Context: an optimization exercise on an open-source flow, tuned for small area and a short achievable clock period. The choices shown serve that exercise and are no tape-out recipe.
Power figures rest on the tool's default switching activity, not on a simulated workload.

==> flow/design.v (excerpt) <==
module pifo_reg
#(
    parameter L2_REG_WIDTH = 4,
    parameter RANK_WIDTH = 16,
    parameter META_WIDTH = 12
)
(
    input                       rst,
    input                       clk,
    output reg                  full,
    input                       insert,
    input [RANK_WIDTH-1:0]      rank_in,
    input [META_WIDTH-1:0]      meta_in,
    output reg                  valid_out,
    input                       remove,
    output [RANK_WIDTH-1:0]     rank_out,
    output [META_WIDTH-1:0]     meta_out,
    output reg                  max_valid_out,
    output [RANK_WIDTH-1:0]     max_rank_out,
    output [META_WIDTH-1:0]     max_meta_out,
    output reg [L2_REG_WIDTH:0] num_entries,
    output reg                  empty
);
    localparam N  = 2**L2_REG_WIDTH;
    localparam RW = RANK_WIDTH;
    localparam MW = META_WIDTH;
    localparam SW = L2_REG_WIDTH;
    localparam DW = RW + MW;            
    localparam EW = DW + SW;            
    function automatic gt_tree(input [RW-1:0] a, input [RW-1:0] b, input cin);
        reg [RW-1:0] g, e;
        integer w, k;
        begin
            g = a & ~b;
            e = ~(a ^ b);
            for (w = RW; w > 1; w = w / 2)
                for (k = 0; k < w / 2; k = k + 1) begin
                    g[k] = g[2*k+1] | (e[2*k+1] & g[2*k]);
                    e[k] = e[2*k+1] & e[2*k];
                end
            gt_tree = g[0] | (e[0] & cin);
        end
    endfunction
    reg [EW-1:0] ent [0:N-1];
    reg [DW-1:0] max_d;
    reg [DW-1:0] p_d;
    reg [SW-1:0] p_slot;
    reg [N-1:0]  c;       
    reg          cm;      
    reg [N-1:0]  mv;          
    reg [N-1:0]  dn;          
    reg          hold0;       
    reg          max_new, max_sec, max_keep;
    reg          insert_ltch;
    reg          calc_min_max;
    wire [EW-1:0] new_ent  = {p_slot, p_d};
    wire [N-1:0] ld   = mv & ~{mv[N-2:0], 1'b0};
    wire [N-1:0] up   = {mv[N-2:0], 1'b0};
    wire [N-1:0] hold = {~(mv[N-1:1] | dn[N-1:1]), hold0};
    reg [EW-1:0] cur [0:N-1];
  ...
==> module pifo_reg, before the edit <==
module pifo_reg
#(
    parameter L2_REG_WIDTH = 4,
    parameter RANK_WIDTH = 16,
    parameter META_WIDTH = 12
)
(
    input                       rst,
    input                       clk,
    output reg                  full,
    input                       insert,
    input [RANK_WIDTH-1:0]      rank_in,
    input [META_WIDTH-1:0]      meta_in,
    output reg                  valid_out,
    input                       remove,
    output [RANK_WIDTH-1:0]     rank_out,
    output [META_WIDTH-1:0]     meta_out,
    output reg                  max_valid_out,
    output [RANK_WIDTH-1:0]     max_rank_out,
    output [META_WIDTH-1:0]     max_meta_out,
    output reg [L2_REG_WIDTH:0] num_entries,
    output reg                  empty
);
    localparam N  = 2**L2_REG_WIDTH;
    localparam RW = RANK_WIDTH;
    localparam MW = META_WIDTH;
    localparam SW = L2_REG_WIDTH;
    localparam DW = RW + MW;            
    localparam EW = DW + SW;            
    function automatic gt_tree(input [RW-1:0] a, input [RW-1:0] b, input cin);
        reg [RW-1:0] g, e;
        integer w, k;
        begin
            g = a & ~b;
            e = ~(a ^ b);
            for (w = RW; w > 1; w = w / 2)
                for (k = 0; k < w / 2; k = k + 1) begin
                    g[k] = g[2*k+1] | (e[2*k+1] & g[2*k]);
                    e[k] = e[2*k+1] & e[2*k];
                end
            gt_tree = g[0] | (e[0] & cin);
        end
    endfunction
    reg [EW-1:0] ent [0:N-1];
    reg [DW-1:0] max_d;
    reg [DW-1:0] p_d;
    reg [SW-1:0] p_slot;
    reg [N-1:0]  c;       
    reg          cm;      
    reg [N-1:0]  mv;          
    reg [N-1:0]  dn;          
    reg          hold0;       
    reg          max_new, max_sec, max_keep;
    reg          insert_ltch;
    reg          calc_min_max;
    wire [EW-1:0] new_ent  = {p_slot, p_d};
    wire [N-1:0] ld   = mv & ~{mv[N-2:0], 1'b0};
    wire [N-1:0] up   = {mv[N-2:0], 1'b0};
    wire [N-1:0] hold = {~(mv[N-1:1] | dn[N-1:1]), hold0};
    reg [EW-1:0] cur [0:N-1];
    reg [EW-1:0] nxt_up, nxt_dn;
    integer i;
    always @(*) begin
        for (i = 0; i < N; i = i + 1) begin
            nxt_up = (i > 0) ? ent[i-1] : {EW{1'b0}};
            if (i < N-1) begin
                nxt_dn = ent[i+1];
                nxt_dn[DW +: SW] = ent[i+1][DW +: SW] - (ent[i+1][DW +: SW] > ent[0][DW +: SW]);
            end else
                nxt_dn = {EW{1'b0}};
            cur[i] = ({EW{ld[i]}}   & new_ent)
                   | ({EW{up[i]}}   & nxt_up)
                   | ({EW{dn[i]}}     & nxt_dn)
                   | ({EW{hold[i]}} & ent[i]);
        end
    end
    wire [DW-1:0] cur_max = ({DW{max_new}}  & p_d)
                          | ({DW{max_sec}}  & ent[N-2][DW-1:0])
                          | ({DW{max_keep}} & max_d);
    assign rank_out     = cur[0][RW-1:0];
    assign meta_out     = cur[0][RW +: MW];
    assign max_rank_out = cur_max[RW-1:0];
    assign max_meta_out = cur_max[RW +: MW];
    always @(posedge clk) begin
        for (i = 0; i < N; i = i + 1)
            ent[i] <= cur[i];
        max_d <= cur_max;
    end
    wire nz      = |num_entries;
    wire is_full = num_entries[SW];
    wire do_rem  = remove & nz;
    wire do_ins  = ~do_rem & (insert | insert_ltch);
    wire [SW-1:0] cs_top = cur[N-1][DW +: SW];
    wire          rep_ok = is_full & ~remove;
    wire [N-1:0]  c_in;
    genvar g;
    generate
        for (g = 0; g < N; g = g + 1) begin : cmp
            wire v  = num_entries > g;
            wire sg = rep_ok & (cur[g][DW +: SW] > cs_top);
            assign c_in[g] = ~v | gt_tree(cur[g][RW-1:0], rank_in, sg);
        end
    endgenerate
    wire cm_in = nz & gt_tree(cur_max[RW-1:0], rank_in, 1'b0);
    wire [N-1:0] c_nx  = insert ? c_in : {1'b1, c[N-1:1]};
    wire         cm_nx = insert ? cm_in : (cm & nz);
    wire         go_ins = do_ins & ~rst;
    wire         go_rem = do_rem & ~rst;
    wire [N-1:0] dn_nx;
    generate
        for (g = 0; g < N; g = g + 1) begin : dnx
            assign dn_nx[g] = go_rem & (num_entries > g + 1);
        end
    endgenerate
    wire mn_nx = go_ins & (is_full ? (c_nx[N-1] & ~c_nx[N-2]) : ~cm_nx);
    wire ms_nx = go_ins & is_full & c_nx[N-2];
    always @(posedge clk) begin
        p_d <= ({DW{insert}} & {meta_in, rank_in}) | ({DW{~insert}} & p_d);
        c  <= c_nx;
        cm <= cm_nx;
        p_slot   <= is_full ? cs_top : num_entries[SW-1:0];
        mv       <= {N{go_ins}} & c_nx;
        dn       <= dn_nx;
        hold0    <= ~((go_ins & c_nx[0]) | dn_nx[0]);
        max_new  <= mn_nx;
        max_sec  <= ms_nx;
        max_keep <= ~(go_ins & (is_full ? c_nx[N-1] : ~cm_nx));
    end
    always @(posedge clk) begin
        if (rst) begin
            valid_out <= 1'b0;
            max_valid_out <= 1'b0;
        end else begin
            if (insert | remove) begin
                valid_out <= 1'b0;
                max_valid_out <= 1'b0;
            end
            if (calc_min_max & nz) begin
                valid_out <= 1'b1;
                max_valid_out <= 1'b1;
            end
        end
    end
    always @(posedge clk) begin
        if (rst) begin
            num_entries <= 0;
            calc_min_max <= 0;
            insert_ltch <= 0;
            empty <= 1'b0;
            full <= 1'b0;
        end else begin
            calc_min_max <= 0;
            if (do_rem) begin
                if (num_entries == 1)
                    empty <= 1'b1;
                if (!insert)
                    full <= 1'b0;
                num_entries <= num_entries - 1'b1;
                calc_min_max <= 1;
                insert_ltch <= insert;
            end else if (do_ins) begin
                if (!is_full) begin
                    full <= (num_entries == N-1);
                    num_entries <= num_entries + 1'b1;
                end else
                    full <= 1'b1;
                empty <= 1'b0;
                calc_min_max <= 1;
                insert_ltch <= 0;
            end
        end
    end
endmodule
clock: 16.0 ns
lec_check: 0
abc_area: 1
cap_margin: 20
core_margin: 2
core_utilization: 55
cts_cluster_size: 30
slew_margin: 20
standard.sh (not shown) runs the stock make flow with config.mk's settings and CLKGATE_MAP_FILE= SYNTH_SCRIPT=/design/flow/synth_recipe.tcl, a recipe that flattens the netlist after the stock synthesis.
==> flow/flow/run.sh <==
#!/bin/bash
# Standard ORFS layout, with plain buffers on the ports and timing repair
# aiming well below the clock period.
set -euo pipefail
bash standard.sh SETUP_SLACK_MARGIN=11 TNS_END_PERCENT=100 \
  "BUFFER_PORTS_ARGS=-buffer_cell sky130_fd_sc_hd__buf_4" finish > standard_flow.log 2>&1
Then changed:
--- a/flow/design.v
+++ b/flow/design.v
@@ -114,11 +114,12 @@
         end
     endgenerate
     wire mn_nx = go_ins & (is_full ? (c_nx[N-1] & ~c_nx[N-2]) : ~cm_nx);
     wire ms_nx = go_ins & is_full & c_nx[N-2];
     always @(posedge clk) begin
-        p_d <= ({DW{insert}} & {meta_in, rank_in}) | ({DW{~insert}} & p_d);
+        if (insert)
+            p_d <= {meta_in, rank_in};
         c  <= c_nx;
         cm <= cm_nx;
         p_slot   <= is_full ? cs_top : num_entries[SW-1:0];
         mv       <= {N{go_ins}} & c_nx;
         dn       <= dn_nx;
The new run completed without violations.
Area after synthesis stays flat.
Design area goes up by 1.2%.
Total power is higher by 0.34%.
Core utilization rises by 0.87 points.
Clock-buffer cell count climbs by 6.
Die area is about the same.
Critical path depth drops by 1.
Final cell count rose by 0.36%.
Global-route usage falls by 0.34 points.
Non-clock buffer count climbs by 25.
Worst setup slack improves by 34 ps.
Sequential power stays flat.
Clock power is about the same.
Sequential cell count stays the same.
Function was not checked in any run of this note: the RTL went through the layout flow alone.

port drivers added, routing unchanged:
In the flow no input, the clock included, has a driving cell. The finished layouts below were timed again as built, in two steps.
Step 1: set_driving_cell puts a clkbuf_16 on clk and a buf_2 on each other input, an assumption about the parent block.
Step 2 also shifts input and output timing later by t, the mid clock arrival at the registers, as if the neighbouring blocks saw the same clock.
Slacks: ideal ports / drivers / drivers and shift; pairs: ideal ports / drivers.
run | t (ns) | setup WS [ns] | latest minus earliest clock arrival (ns)
the first run | 0.690 | 10.965 / 10.894 / 10.424 | 0.022 / 0.023
the second run | 0.677 | 10.999 / 10.928 / 10.376 | 0.022 / 0.022
After both steps every run listed still meets setup and hold. The setup slack of the second run, which loses most, moves by -0.071 ns with the drivers and by -0.623 ns with both steps.
